What follows belongs to an exercise in optimizing a design on an open flow for small area; a production flow would make more cautious choices.
Function was checked by simulation only, so behaviour that the tests miss may differ from the original.
No activity file was given, so power comes from the tool's default toggle rates.

`flow/run.sh`:
```
#!/bin/bash
# synth_recipe.tcl (not shown) runs the flow's synth.tcl, then flattens the netlist and writes it again
# the make line also repeats each setting of config.mk as NAME=value (left out here)
make -C /OpenROAD-flow-scripts/flow DESIGN_CONFIG=/design/flow/config.mk WORK_HOME=/design/flow/orfs CLKGATE_MAP_FILE= SYNTH_SCRIPT=/design/flow/synth_recipe.tcl finish
```
`flow/config.mk`:
```
export PLATFORM = sky130hd
export DESIGN_NAME = baseline_c5gx
export DESIGN_NICKNAME = baseline_c5gx
export VERILOG_FILES = /design/flow/design.v
export SDC_FILE = /design/flow/constraint.sdc
export NUM_CORES = 4
export LEC_CHECK = 0
export CAP_MARGIN = 20
export CORE_MARGIN = 2
export CORE_UTILIZATION = 40
export SLEW_MARGIN = 20
```
`flow/constraint.sdc`:
```
create_clock -name core_clock -period 20.0 [get_ports {CLOCK_50_B7A}]
set_input_delay 4.0000 -clock core_clock [delete_from_list [all_inputs] [get_ports {CLOCK_50_B7A}]]
set_output_delay 4.0000 -clock core_clock [all_outputs]
set_load 0.01 [all_outputs]
```
`flow/design.v`:
```
module falling_edge_detect (
  input  wire clk,
  input  wire in,
  output wire pulse
);
	reg a; 
	assign pulse = !a&&!in;	
	always @(posedge clk)
	begin
		if(!in)
			a<=1;
		else
			a<=0;
	end
endmodule
module toggle (
  input  wire clk,
  input  wire in,
  input  wire reset,
  output reg enable
);
	always @(posedge clk)
	begin
		if(reset)begin
			enable <= 0;
		end else if(in) begin
			enable <= ~enable;
		end
	end
endmodule
module counter_modulo #(
  parameter N = 10
) (
  input wire clk,
  input wire reset,
  input wire ce,
  input wire enable,
  output reg  [31:0] cnt,
  output reg         tick,
  output wire        wrap
);
	assign wrap = ce && enable && !(N-1>cnt);
	always @(posedge clk, posedge reset) begin
		if(reset) begin
			cnt <= 32'h00000000;
			tick <= 0;		
		end else if (ce) begin
			if (enable && N-1>cnt) begin
				tick <= 0;			
				cnt <= cnt + 1;
			end else if(enable) begin
				cnt <= 0;
				tick <= 1;
			end else
				tick <=0;		
		end
	end
endmodule
module clockDivider #(
	parameter [24:0] RELOAD = 25'b0011111010111100001000000
) (
	input wire clk,
	input wire reset,
	output reg second,
	output wire secondRise
);
	reg [24:0] counter;
	reg [24:0] nextCounter;
	assign secondRise = (counter == 25'h1ffffff) && !second;
	always @(posedge clk, posedge reset)
		begin : clockDivider
			if (reset) begin
				counter <= RELOAD;
				second <= 0;
			end else begin
				nextCounter = counter + 1;
				if (nextCounter == 0) begin
					counter <= RELOAD;
					second <= ~second;
				end	
				else
					counter <= nextCounter;
			end
		end
endmodule
module uiLedBehavior(
	input wire [5:0] sec,  
	input wire [3:0] button,
	input wire [9:0] sw,
	output wire on,  
	output wire set,  
	output wire minOrSec,  
	output wire [1:0] sourceSelect, 
	output wire enableDisplay,
	output wire [1:0] sethms,  
	output wire [1:0] upDown,  
	output wire [9:0] ledr,
	output wire [7:0] ledg
);
	assign ledr = sw;
	assign ledg[7:6] = 0;
	assign ledg[5:0] = sec;
	assign on = sw[8];
	assign enableDisplay = sw[9];
	assign set = sw[2];
	assign minOrSec = sw[7];
	assign sourceSelect[1:0] = sw[4:3];
	assign sethms[1:0] = sw[1:0];
	assign upDown[1:0] = button[1:0];
endmodule
module clock(
	input wire clk,
	input wire reset,
	input wire oneSecTick,
	input wire on,
	input wire set,
	input wire [1:0] sethms,
	input wire [1:0] upDown,
	output reg [4:0] hour,
	output reg [5:0] min,
	output reg [5:0] sec
);
	reg [5:0] nextSec;
	reg [5:0] nextMin;
	reg [4:0] nextHour;
	always @(posedge clk, posedge reset)
		begin : CLOCK
		if (reset) begin
			hour <= 0;
			min <= 0;
			sec <= 0;
		end
		else if (!oneSecTick) begin
		end
		else if(set) 
		begin
 			case (sethms)
				2'b00: begin 
					if(upDown == 2'b01) begin
						if(hour >= 23)
							hour <= 5'b00000;
						else
							hour <= hour + 1;
					end		
					else if(upDown == 2'b10) begin
						if(hour == 0)
							hour <= 5'b10111;
						else
						hour <= hour - 1;
					end
				end 
				2'b01: begin 
					if(upDown == 2'b01) begin 
						if(min >= 59)
							min <= 6'b000000;
						else
							min <= min + 1;
					end		
					else if(upDown == 2'b10) begin
						if(min == 0)
							min <= 6'b111011;
						else
						min <= min - 1;
					end	
				end  
				2'b10: begin 
					if(upDown == 2'b01) 
						sec <= 6'b000000;
					else if(upDown == 2'b10)
						sec <= 6'b000000;
				end
			endcase
		end
		else if (on) begin
				nextSec = sec + 1;
				nextMin = min;
				nextHour = hour;
				if(nextSec == 60) begin
					nextSec = 0;
					nextMin = min + 1;
					if(nextMin == 60) begin
						nextMin = 0;
						nextHour = hour + 1;
						if(nextHour == 24) begin
							nextHour = 0;
						end
					end
				end
				sec <= nextSec;
				min <= nextMin;
				hour <= nextHour;
			end
		end
endmodule
module timeToNumber(
	input wire [4:0] hour,
	input wire [5:0] min,
	input wire [5:0] sec,
	input wire minOrSec,
	output reg [3:0] hhour,
	output reg [3:0] lhour,
	output reg [3:0] hminsec,
	output reg [3:0] lminsec
);
	always @(*)
		begin : CONVERT
			if(minOrSec) begin
				hhour = 0;
				lhour = 0;
				hminsec = sec/10;
				lminsec = sec%10;
			end
			else begin
				hhour = hour/10;
				lhour = hour%10;
				hminsec = min/10;
				lminsec = min%10;
			end
		end
endmodule	
module source_selector(
	input wire clk,
	input wire enable,
	input wire [3:0] stopwatchsech,
	input wire [3:0] stopwatchsecl,
	input wire [3:0] stopwatchmsech,
	input wire [3:0] stopwatchmsecl,
	input wire [3:0] hourh,
	input wire [3:0] hourl,
	input wire [3:0] minh,
	input wire [3:0] minl,
	input wire [3:0] sech,
	input wire [3:0] secl,
	input wire [1:0] select,
	output reg [3:0] hex,
	output reg [3:0] hex3,	
	output reg [3:0] hex2,
	output reg [3:0] hex1,
	output reg [3:0] hex0
);
	always @(posedge clk)
	begin : selector
		if(enable) begin
			case (select)
				2'b00: begin 
					hex <= 4'hf;
					hex3 <= hourh;
					hex2 <= hourl;
					hex1 <= minh;
					hex0 <= minl;
				end 
				2'b01: begin 
					hex <= 4'h3;
					hex3 <= 4'h0;
					hex2 <= 4'h0;
					hex1 <= sech;
					hex0 <= secl;
				end  
				2'b10: begin 
					hex <= 4'hf;
					hex3 <= stopwatchsech;
					hex2 <= stopwatchsecl;
					hex1 <= stopwatchmsech;
					hex0 <= stopwatchmsecl;				
				end
				2'b11: begin
					hex <=4'h0;
					hex3 <= 4'h0;
					hex2 <= 4'h0;
					hex1 <= 4'h0;
					hex0 <= 4'h0;
				end
			endcase
		end else begin
			hex <=4'h0;
		end
	end
endmodule
module sevenSegDisplay(
	input wire enable,
	input wire [3:0] number,
	output reg [6:0] pattern
);
	always @(*)
		begin : DISPLAY
			if (enable) begin
				case(number)
				0: pattern = 	7'b1000000;
				1: pattern = 	7'b1111001;  
				2: pattern = 	7'b0100100;  
				3: pattern = 	7'b0110000;  
				4: pattern = 	7'b0011001;  
				5: pattern = 	7'b0010010;  
				6: pattern = 	7'b0000010;  
				7: pattern = 	7'b1111000;  
				8: pattern = 	7'b0000000;
				9: pattern = 	7'b0010000;  
				10: pattern =	7'b0100000;  
				11: pattern =	7'b0000011;  
				12: pattern =	7'b1000110;  
				13: pattern =	7'b0100001;  
				14: pattern =	7'b0000110;  
				15: pattern =	7'b0001110;  
				default:
					pattern = 7'b1111111;
				endcase
			end
			else begin
				pattern = 7'b1111111;
			end
		end
endmodule
module baseline_c5gx(
      input              CLOCK_50_B7A,
      input              CPU_RESET_n,
      output      [6:0]  HEX0,
      output      [6:0]  HEX1,
      output      [6:0]  HEX2,
      output      [6:0]  HEX3,
      input       [3:0]  KEY,
      output      [7:0]  LEDG,
      output      [9:0]  LEDR,
      input       [9:0]  SW
);
		wire clk; 
		wire on;  
		wire enableDisplay;  
		wire set;  
		wire minOrSec;  
		wire toggleEnable;
		wire pulse_from_key3;
		wire tick10ms;
		wire tick0;
		wire tick1;
		wire tick2;
		wire tick3;
		wire wrap10ms;
		wire wrap0;
		wire wrap1;
		wire wrap2;
		wire wrap3;
		wire [31:0] stopwatch0;  
		wire [31:0] stopwatch1;  
		wire [31:0] stopwatch2;  
		wire [31:0] stopwatch3;  
		wire [1:0] sethms;
		wire [1:0] upDown;
		wire [5:0] sec;
		wire [5:0] min;
		wire [4:0] hour;
		wire [3:0] hhour;
		wire [3:0] lhour;
		wire [3:0] hminsec;
		wire [3:0] lminsec;
		wire [1:0] sourceSelect;
		wire [3:0] toHex;
		wire [3:0] toHex3;  
		wire [3:0] toHex2;  
		wire [3:0] toHex1;  
		wire [3:0] toHex0;  
		wire secondRise;
		falling_edge_detect falling_edge_detect_inst3(
				.clk (CLOCK_50_B7A),
				.in (KEY[3]),
				.pulse (pulse_from_key3)
		);
		toggle toggle_inst(
				.clk (CLOCK_50_B7A),
				.in (pulse_from_key3),
				.reset (!CPU_RESET_n),
				.enable (toggleEnable)				
		);
		counter_modulo #(.N(8)) counter_modulo10ms(
				 .clk (CLOCK_50_B7A),
				 .reset (!CPU_RESET_n),
				 .ce (1'b1),
				 .enable (toggleEnable),
				 .cnt (),
				 .tick (tick10ms),
				 .wrap (wrap10ms)
		);
		counter_modulo counter_modulo0(
				 .clk (CLOCK_50_B7A),
				 .reset (!CPU_RESET_n),
				 .ce (wrap10ms),
				 .enable (toggleEnable),
				 .cnt (stopwatch0),
				 .tick (tick0),
				 .wrap (wrap0)
		);
		counter_modulo counter_modulo1(
				 .clk (CLOCK_50_B7A),
				 .reset (!CPU_RESET_n),
				 .ce (wrap0),
				 .enable (toggleEnable),
				 .cnt (stopwatch1),
				 .tick (tick1),
				 .wrap (wrap1)
		);
		counter_modulo counter_modulo2(
				 .clk (CLOCK_50_B7A),
				 .reset (!CPU_RESET_n),
				 .ce (wrap1),
				 .enable (toggleEnable),
				 .cnt (stopwatch2),
				 .tick (tick2),
				 .wrap (wrap2)
		);
		counter_modulo counter_modulo3(
				 .clk (CLOCK_50_B7A),
				 .reset (!CPU_RESET_n),
				 .ce (wrap2),
				 .enable (toggleEnable),
				 .cnt (stopwatch3),
				 .tick (tick3),
				 .wrap (wrap3)
		);
		clockDivider #(.RELOAD(25'h1fffff8)) clockDivider_inst(
				.clk (CLOCK_50_B7A),
				.reset (!CPU_RESET_n),
				.second (clk),
				.secondRise (secondRise)
		);
		uiLedBehavior uiLedBehavior_instance (
				.sec (sec),  
				.button (KEY),
				.sw (SW),
				.on (on),  
				.enableDisplay (enableDisplay),
				.set (set),  
				.minOrSec (minOrSec),  
				.sourceSelect (sourceSelect),  
				.sethms (sethms),  
				.upDown (upDown),  
				.ledr (LEDR),
				.ledg (LEDG)
		);
		clock clock_inst (
				.clk (CLOCK_50_B7A),
				.reset (!CPU_RESET_n),
				.oneSecTick (secondRise),
				.on (on),
				.set (set),
				.sethms (sethms),
				.upDown (upDown),
				.hour (hour),
				.min (min),
				.sec (sec)
		);
		timeToNumber timeToNumber_instance (
				.hour (hour),
				.min (min),
				.sec (sec),
				.minOrSec (minOrSec),
				.hhour (hhour),
				.lhour (lhour),
				.hminsec (hminsec),
				.lminsec (lminsec)
		);
		source_selector source_selector_insance(
				.clk (CLOCK_50_B7A),
				.enable (enableDisplay),
				.stopwatchsech (stopwatch3[3:0]),
				.stopwatchsecl (stopwatch2[3:0]),
				.stopwatchmsech (stopwatch1[3:0]),
				.stopwatchmsecl (stopwatch0[3:0]),
				.hourh (hhour),
				.hourl (lhour),
				.minh (hminsec),  
				.minl (lminsec),
				.sech (hminsec),
				.secl (lminsec),
				.select (sourceSelect),
				.hex (toHex),
				.hex3 (toHex3),	
				.hex2 (toHex2),
				.hex1 (toHex1),
				.hex0 (toHex0)
		);
		sevenSegDisplay sevenSegDisplay_inst0 (
				.enable (toHex[3]),
				.number (toHex3),
				.pattern (HEX3)
		);
		sevenSegDisplay sevenSegDisplay_inst1 (
				.enable (toHex[2]),
				.number (toHex2),
				.pattern (HEX2)
		);
		sevenSegDisplay sevenSegDisplay_inst2 (
				.enable (toHex[1]),
				.number (toHex1),
				.pattern (HEX1)
		);
		sevenSegDisplay sevenSegDisplay_inst3 (
				.enable (toHex[0]),
				.number (toHex0),
				.pattern (HEX0)
		);
endmodule
```
==> notes.md <==
-- power groups by stage --
stage | logic [mW] | clock network (mW) | registers, mW
global route | 0.0837 | 0.531 | 0.534
global placement | 0.0729 | 0 | 0.542
CTS | 0.0746 | 0.513 | 0.533
floorplan | 0.0469 | 0 | 0.539
finish | 0.0734 | 0.495 | 0.533
detailed placement | 0.0746 | 0 | 0.542
-- per-layer routing --
layer	up-vias	GRT usage	wire length, um
li1	5036	-	-
met1	4817	0.226	13100
met2	164	0.251	11800
met3	44	0.0218	944
met4	0	0.0410	509
met5	-	0	0
-- kinds of logic (layout without fill, tap and decap cells) --
logic type               after synthesis  count (layout)  synth area share
AO/OA/AOI/OAI                        298             298             0.149
flip-flops                           251             251             0.481
XOR/XNOR                              37              37            0.0250
multiplexers                          36              36            0.0312
adder cells (fa/ha/maj)               42              42            0.0406
AND/OR/NAND/NOR                      623             623             0.239
buffers and inverters                 98             146            0.0341
other                                  1               2          0.000290
-- final cells by class --
type,instances,area share
clock buffer,43,0.0579
clock inverter,9,0.00333
inverter,31,0.00845
multi-input combinational,1038,0.430
sequential,251,0.425
tap,402,0.0343
timing repair buffer,63,0.0414
-- metrics by stage --
stage	instances	area [sq um]	setup slack (ps)	hold WS [ps]	power, mW
final	1837	14700	10430	463	1.10
after global routing	1837	14700	10350	500	1.15
after CTS	1837	14600	10430	467	1.12
after detailed placement	1785	13800	10430	458	0.617
after global placement	1785	13800	10420	455	0.615
after floorplan	1387	13000	11880	438	0.586
-- cells in the final DEF, fill, tap and decap left out, types with 5 or more instances in the layout --
| cell | n |
|---|---|
| nor2b_1 | 25 |
| o21ai_0 | 61 |
| buf_4 | 9 |
| nor4_1 | 40 |
| nand3_1 | 44 |
| nand2b_1 | 41 |
| dfrtp_1 | 181 |
| a211oi_1 | 5 |
| nor3_1 | 20 |
| and4_1 | 17 |
| ha_1 | 42 |
| mux2i_1 | 22 |
| a22o_1 | 6 |
| clkdlybuf4s50_1 | 52 |
| o22ai_1 | 10 |
| a21o_1 | 7 |
| a41oi_1 | 16 |
| dfxtp_1 | 32 |
| dfstp_2 | 22 |
| a31oi_1 | 58 |
| nand2_1 | 120 |
| clkbuf_1 | 7 |
| inv_1 | 29 |
| and2_1 | 21 |
| mux2_2 | 9 |
| nand4_1 | 20 |
| nor2_1 | 205 |
| xor2_1 | 19 |
| and3_1 | 42 |
| edfxtp_1 | 16 |
| clkbuf_16 | 29 |
| clkbuf_8 | 8 |
| or3_1 | 6 |
| xnor2_1 | 18 |
| o31ai_1 | 11 |
| a21oi_1 | 72 |
| clkinv_2 | 8 |
-- final timing paths --
path / start / end
min in group asynchronous: CPU_RESET_n / clockDivider_inst.second
worst max register to register: clock_inst.min[3] / register
worst min register to register: clockDivider_inst.second / clockDivider_inst.second
worst max-delay path: SW[2] / LEDR[2]
worst min-delay path: clockDivider_inst.second / clockDivider_inst.second
max in group asynchronous: CPU_RESET_n / counter_modulo10ms.cnt[5]
==> results.tsv <==
metric	value	unit
status	finished clean	
synth_cells	1386	
wirelength	26.4	mm
ant_nets	0	
post_drt_wl_per_cell	14.4	um
cts_hold_buf	0	
cap_violations	0	
yosysTopAreaCell	dfrtp_1	
ys_ff_latch	251	
ys_dominant_reg_cell	dfrtp_1	
r2r_slack	16310	ps
power_frac_clock	0.450	
critPathSlowestCell	clkdlybuf4s50_1	
port_buffers	54	
avgSynthCellArea	9.34	sq um
ff2ff_path_depth	15	
hold_depth	1	
power_leakage	6.80	nW
cp_top_family	buffers and inverters	
netlist_top_cells_area	dfrtp_1 (35%), nor2_1 (6.0%), dfxtp_1 (4.9%)	
die_w	184	um
overflow	0	
synth.most_common_cell	nor2_1	
cts_num_sinks	251	
min_path_type	register to register	
insertedDiodeCount	0	
p_seq_frac	0.484	
intPower	848	uW
grt_max_degree	77	
crit_type	primary input to primary output	
fin_skew	22.1	ps
start_util	0.408	
layout.nets	1472	
fmax	104	MHz
p_per_area	75.2	mW/mm^2
worst-path-buf-inv	2	
crit_top_cell	clkdlybuf4s50_1	
firstDrtPassIters	5	
numCtsBuffers	29	
ys_seq_area_frac	0.481	
cts_buffer_depth	3	
num_rows	65	
avgViaCountPerCell	5.48	
root_buffer	clkbuf_16	
synth_common_cells	nor2_1 (206), dfrtp_1 (181), nand2_1 (120)	
synthToLayoutAreaGrowth	13.2	%
setup_viol	0	
yosysTopAreaCellShare	0.350	
ff_latch_area	0.00623	sq mm
crit_cells	2	
finalHoldViolations	0	
tns	0	ps
routabilityCongestion	0.783	
core-area	0.0317	sq mm
cp.arrival	5570	ps
yosys_warnings	9	
io-pin-count	62	
drive_above_1_share	0.0753	
hpwl	17.6	mm
ctsResizeCount	0	
vdd_drop_max	0.0551	mV
min_period	9570	ps
clk_pin_slew	60	ps
die-area	0.0338	sq mm
rsz0062_at_grt	no	
antenna_found_initial	0	
postCtsSetupBuffers	0	
critical_path.startpoint_type	primary input	
fillers	3040	
synth.distinct_cells	78	
critPathMaxFanout	20	
cts_tree	yes	
die_y	184	um
crit_chain	clkdlybuf4s50_1 > clkdlybuf4s50_1	
required	16000	ps
grt_pass1_wl	45.5	mm
drt_iter0_markers	673	
via_count	10061	
fin_crit_sh	0.479	
grt_pass1_vias	9454	
cp_slowest_stage_delay	900	ps
synthesis.area	0.0129	sq mm
switching_share	0.230	
insertion_delay	540	ps
multiInputGateArea	0.00630	sq mm
worstMarginPinSlew	1010	ps
drc	0	
pwr-share-comb	0.067	
fin_util	0.462	
p_switching	254	uW
grt.total_usage	0.158	
synth-edff-count	16	
crit_path_end_kind	primary output	
htreeDepth	1	
maxSlewViolCount	0	
async_flop_share	0.809	
slew_headroom	0.329	

re-timing with driven ports:
How much do the figures lean on ideal ports? The routed layout below was timed once more, with nothing changed but the port constraints. Step 1 (the two cells are an assumption about what drives the block):
set clk [get_ports {CLOCK_50_B7A}]
set_driving_cell -lib_cell sky130_fd_sc_hd__clkbuf_16 $clk
set_driving_cell -lib_cell sky130_fd_sc_hd__buf_2 [delete_from_list [all_inputs] $clk]
Step 2 also shifts input and output timing later by t, the mid clock arrival at the registers, as if the neighbouring blocks saw the same clock. a / b / c = ideal ports / drivers / drivers and shift; a / b = the first two.
t, ns: 0.585
slack for setup (ns): 10.429 / 10.408 / 10.408
worst setup path after step 2: input to output
worst data-port slew with drivers (ns): 0.06
cell pins on the clock port's net: 1
After both steps this run still meets setup and hold. The setup slack of this run moves by -0.021 ns with the drivers and by -0.021 ns with both steps.
